Source: an optimization exercise on an open RTL-to-GDS flow (aim: small area and a short achievable clock period). Production flows keep margins and buffers that such runs may drop. Only simulation tests tie the RTL to the original design; equivalence was not proved. Power and IR drop assume default switching activity.

Setup of epsilon:
## topmodule
module topmodule (
	input clk, rst,
	output [31:0] PC_out, RD1, RD2,
	output wire [31:0] Inst,
	output REGWr,
	output [3:0] ALUCnt,
	output [31:0] ALUOutW, ReadDataW,
	input [31:0] InstrF,
	output [31:0] DataAdrM, WriteDataM,
	output MemWriteM,
	input [31:0] ReadDataM);
Size: roughly 860 flip-flops, ~330 I/O pins, ~38000 sq um of cells after synthesis.
clock: 10.0 ns
lec_check: 0
cap_margin: 25
core_margin: 2
core_utilization: 50
place_density: 0.7
slew_margin: 25
standard.sh (not shown) runs the stock make flow with config.mk's settings and CLKGATE_MAP_FILE= SYNTH_SCRIPT=/design/flow/synth_recipe.tcl, a recipe that flattens the netlist after the stock synthesis.
==> flow/flow/run.sh <==
#!/bin/bash
set -euo pipefail
cd "$(dirname "$0")/.."
bash standard.sh \
  "BUFFER_PORTS_ARGS=-buffer_cell sky130_fd_sc_hd__buf_1" \
  MATCH_CELL_FOOTPRINT=0 \
  SETUP_SLACK_MARGIN=6.55 \
  "CTS_ARGS=-sink_clustering_enable -repair_clock_nets -dont_use_dummy_load -sink_clustering_size 18 -sink_clustering_max_diameter 60 -buf_list sky130_fd_sc_hd__clkbuf_8" \
  finish > flow_make.log 2>&1
epsilon reached the final stage; the timing, DRC and antenna checks on its layout passed.
Here is what was changed in the inputs of beta compared with epsilon.
-- flow/flow/run.sh --
<<< epsilon, line 7
  SETUP_SLACK_MARGIN=6.55 \
>>> beta, line 7
  SETUP_SLACK_MARGIN=6.4 \
Notes after the runs:
Of beta and epsilon, beta shows the lower number of diodes, with epsilon above it. In beta, peak supply drop is lower than in epsilon. End point of the critical path: srcbE[7]$_DFF_P_ -> beta, srcbE[27]$_DFF_P_ -> epsilon. Between beta and epsilon, the final core utilization is lower for beta. epsilon -> beta: simple logic cell fraction of the synthesized area flat. In the flow results for beta and epsilon, the worst setup slack is larger on epsilon. Reported for beta and epsilon, total clock buffers created by CTS turned out identical to the last digit.

---

The RTL this note starts from:
==> flow/design.v <==
module topmodule (
	input clk, rst,
	output [31:0] PC_out, RD1, RD2,
	output wire [31:0] Inst,
	output REGWr,
	output [3:0] ALUCnt,
	output [31:0] ALUOutW, ReadDataW,
	input [31:0] InstrF,
	output [31:0] DataAdrM, WriteDataM,
	output MemWriteM,
	input [31:0] ReadDataM);
reg [31:0] pcF;                        
reg [31:0] instD;                      
reg [31:0] rd1E, rd2E, srcbE;          
reg [3:0]  alucE, condE, waE;          
reg [1:0]  flagwE;
reg        regwE, memwE, memtoregE, pcsE, blE;
reg [31:0] aluM, wdataM;               
reg [3:0]  waM;
reg        regwM, memwM, memtoregM, pcsM, blM;
reg [31:0] aluW, rdataW;               
reg        regwW, memtoregW, pcsW;
reg [3:0]  flagr;                      
reg        nzp, cvp;                   
reg        cM, vM;                     
reg [15:0] sel1, sel2;                 
reg [14:0] valid;                      
reg [4:0]  amtD;                       
reg [1:0]  shD;                        
reg        alusrcD;                    
wire [479:0] rf;                       
assign PC_out     = pcF;
assign Inst       = instD;
assign RD1        = rd1E;
assign RD2        = rd2E;
assign ALUCnt     = alucE;
assign DataAdrM   = aluM;
assign WriteDataM = wdataM;
assign MemWriteM  = memwM;
assign ALUOutW    = aluW;
assign ReadDataW  = rdataW;
assign REGWr      = regwW;
wire [31:0] pc4     = {pcF[31:2] + 30'd1, pcF[1:0]};
wire [31:0] resultW = memtoregW ? rdataW : aluW;
wire [31:0] pcnext  = pcsW ? resultW : pc4;
wire [31:0] instF = InstrF;
wire [14:0] wevec;
wire [14:0] vnext = valid | wevec;
wire        strF  = (instF[27:26] == 2'b01) & ~instF[20];
wire [3:0]  ra1F  = instF[19:16];
wire [3:0]  ra2F  = strF ? instF[15:12] : instF[3:0];
wire        bxF   = (instF[27:4] == 24'h12FFF1);
wire        dpF   = (instF[27:26] == 2'b00) & ~bxF;
wire [4:0]  shamtF = dpF ? instF[11:7] : 5'd0;
wire [1:0]  shF    = dpF ? instF[6:5]  : 2'd0;
always @(posedge clk) begin
	pcF     <= rst ? 32'd0 : pcnext;
	instD   <= rst ? 32'd0 : instF;
	sel1    <= rst ? 16'd0 : ((16'd1 << ra1F) & {1'b1, vnext});
	sel2    <= rst ? 16'd0 : ((16'd1 << ra2F) & {1'b1, vnext});
	valid   <= rst ? 15'd0 : vnext;
	shD     <= rst ? 2'd0 : shF;
	amtD    <= rst ? 5'd0 : ((shF == 2'b00) ? (5'd0 - shamtF) : shamtF);
	alusrcD <= ~rst & (dpF ? instF[25] : (instF[27:26] == 2'b01) | (instF[27:26] == 2'b10));
end
wire [1:0] op    = instD[27:26];
wire [3:0] cmd   = instD[24:21];
wire       sbit  = instD[20];
wire [3:0] rn    = instD[19:16];
wire [3:0] rd    = instD[15:12];
wire [3:0] rm    = instD[3:0];
wire isBX  = (instD[27:4] == 24'h12FFF1);
wire isDP  = (op == 2'b00) & ~isBX;
wire isMem = (op == 2'b01);
wire isSTR = isMem & ~instD[20];
wire isLDR = isMem &  instD[20];
wire isBr  = (op == 2'b10);
wire isBL  = isBr & instD[24];
wire isCMP = (cmd == 4'b1010);
wire regwD = (isDP & ~isCMP) | isLDR | isBL;
wire pcsD  = ((rd == 4'd15) & regwD) | isBr | isBX;
reg [3:0] alucD;
reg [1:0] flagwD;
always @* begin
	if (isDP) begin
		case (cmd)
		4'b0100: begin alucD = 4'b0100; flagwD = sbit ? 2'b11 : 2'b00; end
		4'b0010: begin alucD = 4'b0010; flagwD = sbit ? 2'b11 : 2'b00; end
		4'b0000: begin alucD = 4'b0000; flagwD = sbit ? 2'b10 : 2'b00; end
		4'b1100: begin alucD = 4'b1100; flagwD = sbit ? 2'b10 : 2'b00; end
		4'b1101: begin alucD = 4'b1101; flagwD = sbit ? 2'b10 : 2'b00; end
		4'b1010: begin alucD = 4'b0010; flagwD = 2'b11; end
		default: begin alucD = 4'b1101; flagwD = 2'b00; end
		endcase
	end else begin
		alucD  = (isBr | isBX) ? 4'b1101 : 4'b0100;
		flagwD = 2'b00;
	end
end
genvar gi;
reg [31:0] rv1, rv2;
integer i;
always @* begin
	rv1 = {32{sel1[15]}} & pc4;
	rv2 = {32{sel2[15]}} & pc4;
	for (i = 0; i < 15; i = i + 1) begin
		rv1 = rv1 | ({32{sel1[i]}} & rf[i*32 +: 32]);
		rv2 = rv2 | ({32{sel2[i]}} & rf[i*32 +: 32]);
	end
end
reg [31:0] extimm;
always @* begin
	if (isMem)     extimm = {20'd0, instD[11:0]};
	else if (isBr) extimm = {{6{instD[23]}}, instD[23:0], 2'b00};
	else           extimm = {24'd0, instD[7:0]};
end
wire [31:0] srcb    = alusrcD ? extimm : rv2;
wire [31:0] srcx = srcb;
wire [4:0]  amt  = amtD;
wire [1:0]  sh   = shD;
wire        lsl  = (sh == 2'b00);
wire [31:0] r0   = amt[0] ? {srcx[0],    srcx[31:1]} : srcx;
wire [31:0] r1   = amt[1] ? {r0[1:0],   r0[31:2]}   : r0;
wire [31:0] r2   = amt[2] ? {r1[3:0],   r1[31:4]}   : r1;
wire [31:0] r3   = amt[3] ? {r2[7:0],   r2[31:8]}   : r2;
wire [31:0] r4   = amt[4] ? {r3[15:0],  r3[31:16]}  : r3;
wire [31:0] mr   = {32{1'b1}} >> amt;
wire [31:0] keep = (sh == 2'b11) ? {32{1'b1}} : (lsl ? (~mr | {32{amt == 5'd0}}) : mr);
wire        fill = (sh == 2'b10) & srcb[31];
wire [31:0] shifted = (r4 & keep) | ({32{fill}} & ~keep);
always @(posedge clk) begin
	rd1E  <= rst ? 32'd0 : rv1;
	rd2E  <= rst ? 32'd0 : rv2;
	srcbE <= shifted;
	waE   <= isBL ? 4'd14 : rd;
	blE   <= isBL;
	memtoregE <= isLDR;
	if (rst) begin
		alucE <= 4'd0; condE <= 4'd0; flagwE <= 2'd0;
		regwE <= 1'b0; memwE <= 1'b0; pcsE <= 1'b0;
	end else begin
		alucE <= alucD; condE <= instD[31:28]; flagwE <= flagwD;
		regwE <= regwD; memwE <= isSTR; pcsE <= pcsD;
	end
end
wire        isSub = alucE[1];
wire [31:0] bx    = srcbE ^ {32{isSub}};
wire [31:0] ag = rd1E & bx, ap = rd1E ^ bx;
reg  [31:0] G, P;
integer d, j, b;
always @* begin
	G = {ag[31:1], ag[0] | (ap[0] & isSub)};
	P = ap;
	for (d = 1; d < 32; d = d * 2)
		for (b = 0; b < 32; b = b + 1)
			if (b & d) begin
				j = (b & ~(d - 1)) - 1;        
				G[b] = G[b] | (P[b] & G[j]);
				P[b] = P[b] & P[j];
			end
end
wire [32:0] carry = {G, isSub};
wire [31:0] sum   = ap ^ carry[31:0];
wire opArith = ~alucE[3] & (alucE[2] | alucE[1]);
wire opOrr   = alucE[3] & ~alucE[0];
wire opMov   = alucE[3] &  alucE[0];
wire [31:0] aluout = opArith ? sum : ((ag & {32{~opMov}}) | (ap & {32{opOrr}}) | (bx & {32{opMov}}));
wire fC = isSub ? ~sum[31] : carry[32];
wire fV = (rd1E[31] == bx[31]) & (sum[31] != rd1E[31]);
wire [3:0] flags = {nzp ? aluM[31] : flagr[3],
                    nzp ? (aluM == 32'd0) : flagr[2],
                    cvp ? cM : flagr[1],
                    cvp ? vM : flagr[0]};
reg condex;
always @* begin
	case (condE)
	4'b0000: condex = flags[2];
	4'b0001: condex = ~flags[2];
	4'b0010: condex = flags[1];
	4'b0011: condex = ~flags[1];
	4'b0100: condex = flags[3];
	4'b0101: condex = ~flags[3];
	4'b0110: condex = flags[0];
	4'b0111: condex = ~flags[0];
	4'b1000: condex = ~flags[2] & flags[1];
	4'b1001: condex = flags[2] | ~flags[1];
	4'b1010: condex = ~(flags[3] ^ flags[0]);
	4'b1011: condex = flags[3] ^ flags[0];
	4'b1100: condex = ~flags[2] & ~(flags[3] ^ flags[0]);
	4'b1101: condex = flags[2] | (flags[3] ^ flags[0]);
	default: condex = 1'b1;
	endcase
end
always @(posedge clk) begin
	cM <= fC;
	vM <= fV;
	if (rst) begin
		flagr <= 4'd0; nzp <= 1'b0; cvp <= 1'b0;
	end else begin
		flagr <= flags;
		nzp   <= flagwE[1] & condex;
		cvp   <= flagwE[0] & condex;
	end
end
always @(posedge clk) begin
	wdataM    <= rd2E;
	waM       <= waE;
	blM       <= blE;
	memtoregM <= memtoregE;
	if (rst) begin
		aluM <= 32'd0; regwM <= 1'b0; memwM <= 1'b0; pcsM <= 1'b0;
	end else begin
		aluM  <= aluout;
		regwM <= regwE & condex;
		memwM <= memwE & condex;
		pcsM  <= pcsE & condex;
	end
end
wire [31:0] wd   = blM ? pcnext : (memtoregM ? ReadDataM : aluM);
generate
	for (gi = 0; gi < 15; gi = gi + 1) begin : g_rf
		wire wen = regwM & (waM == gi);
		assign wevec[gi] = wen;
		reg [31:0] r;
		always @(posedge clk)
			if (wen) r <= wd;
		assign rf[gi*32 +: 32] = r;
	end
endgenerate
always @(posedge clk) begin
	memtoregW <= memtoregM;
	if (rst) begin
		aluW <= 32'd0; rdataW <= 32'd0; regwW <= 1'b0; pcsW <= 1'b0;
	end else begin
		aluW <= aluM; rdataW <= ReadDataM; regwW <= regwM; pcsW <= pcsM;
	end
end
endmodule
export LEC_CHECK = 0
export CAP_MARGIN = 25
export CORE_MARGIN = 2
export CORE_UTILIZATION = 50
export PLACE_DENSITY = 0.7
export SLEW_MARGIN = 25
create_clock -name core_clock -period 10.0 [get_ports {clk}]
==> flow/flow/run.sh <==
#!/bin/bash
set -euo pipefail
cd "$(dirname "$0")/.."
bash standard.sh \
  "BUFFER_PORTS_ARGS=-buffer_cell sky130_fd_sc_hd__buf_1" \
  MATCH_CELL_FOOTPRINT=0 \
  SETUP_SLACK_MARGIN=6.68 \
  "CTS_ARGS=-sink_clustering_enable -repair_clock_nets -dont_use_dummy_load -sink_clustering_size 18 -sink_clustering_max_diameter 60 -buf_list sky130_fd_sc_hd__clkbuf_8" \
  finish > flow_make.log 2>&1
The starting point passed the timing, DRC and antenna checks.
==> next run, changes <==
==> flow/flow/run.sh (replaced) <==
#!/bin/bash
set -euo pipefail
cd "$(dirname "$0")/.."
export OWN_ABC_SCRIPT="$PWD/flow/abc_map.script"
export FLOW_SYNTH_TCL="$PWD/synth_recipe.tcl"
bash standard.sh \
  "SYNTH_SCRIPT=$PWD/flow/synth.tcl" \
  "BUFFER_PORTS_ARGS=-buffer_cell sky130_fd_sc_hd__buf_1" \
  MATCH_CELL_FOOTPRINT=0 \
  SETUP_SLACK_MARGIN=6.62 \
  "CTS_ARGS=-sink_clustering_enable -repair_clock_nets -dont_use_dummy_load -sink_clustering_size 18 -sink_clustering_max_diameter 60 -buf_list sky130_fd_sc_hd__clkbuf_8" \
  finish > flow_make.log 2>&1
==> flow/flow/abc_map.script (new file) <==
&get -n
&st
&syn2
&dch
&nf
&st
&syn2
&dch
&nf
&st
&syn2
&dch
&nf
&put
==> flow/flow/synth.tcl (new file) <==
# The standard flow's synthesis (synth_recipe.tcl, which sources ORFS's synth.tcl), with
# only the ABC mapping script replaced by flow/abc_map.script.
proc abc {args} {
  set i [lsearch -exact $args -script]
  if {$i >= 0} { lset args [expr {$i + 1}] $::env(OWN_ABC_SCRIPT) }
  yosys abc {*}$args
}
source $::env(FLOW_SYNTH_TCL)
=> The changed run went through all stages and came out clean; worst setup slack degrades by 2.5 ns; cell area came out lower by 4.8%; register-to-register slack degrades by 2.6 ns; synthesized cell count came out lower by 14%; total power came out lower by 3.1%; wire length came out lower by 9.5%; count of clock-buffer cells in the layout came out lower by 7; combinational power came out lower by 13%; first-iteration DRC count came out higher by 3.1%.
==> next run, changes <==
==> flow/flow/run.sh (replaced) <==
#!/bin/bash
set -euo pipefail
cd "$(dirname "$0")/.."
bash standard.sh \
  "BUFFER_PORTS_ARGS=-buffer_cell sky130_fd_sc_hd__buf_1" \
  MATCH_CELL_FOOTPRINT=0 \
  SETUP_SLACK_MARGIN=6.55 \
  "CTS_ARGS=-sink_clustering_enable -repair_clock_nets -dont_use_dummy_load -sink_clustering_size 18 -sink_clustering_max_diameter 60 -buf_list sky130_fd_sc_hd__clkbuf_8 -root_buf sky130_fd_sc_hd__clkbuf_16" \
  finish > flow_make.log 2>&1
removed: flow/flow/abc_map.script
removed: flow/flow/synth.tcl
After rerunning:
- The changed run went through all stages and came out clean
- sequential cell count is unchanged
- via count grows by 6.7%
- final cell count grows by 6.4%
- hold slack is better by 0.049 ns
- synthesized cell count grows by 16%
- clock-buffer cell count shrinks by 1
- synthesized area grows by 8.4%
- routed wire length grows by 8.4%
- non-clock buffer count shrinks by 40
- final area grows by 2.6%
- setup slack is better by 2.5 ns

what the ideal ports hide:
The results above use ideal ports. As a check the final layouts listed here were re-extracted and re-timed, cells and wires unchanged.
Step 1: set_driving_cell puts a clkbuf_16 on clk and a buf_2 on each other input, an assumption about the parent block.
Step 2 adds t to the input delays and takes it off the output delays; t is the mean of the earliest and latest rising clock arrival at the registers after step 1. Input paths then give back, and output paths get back, about the clock's delay inside the block.
Slacks: ideal / step 1 / step 2; pairs: ideal / step 1.
run | shift t [ns] | slack for setup (ns) | worst setup path after step 2 | cell pins on the clock port's net
epsilon | 0.820 | 6.542 / 6.491 / 5.925 | input to register | 1
beta | 0.805 | 6.407 / 6.367 / 5.877 | input to register | 1
the first run of note 2 | 0.731 | 6.596 / 6.620 / 5.907 | input to register | 1
the second run of note 2 | 0.751 | 4.061 / 4.061 / 4.061 | register to register | 1
the third run of note 2 | 0.683 | 6.512 / 6.460 / 5.994 | input to register | 1
After both steps every run listed still meets setup and hold. The setup slack of the first run of note 2, which loses most, moves by +0.024 ns with the drivers and by -0.689 ns with both steps.
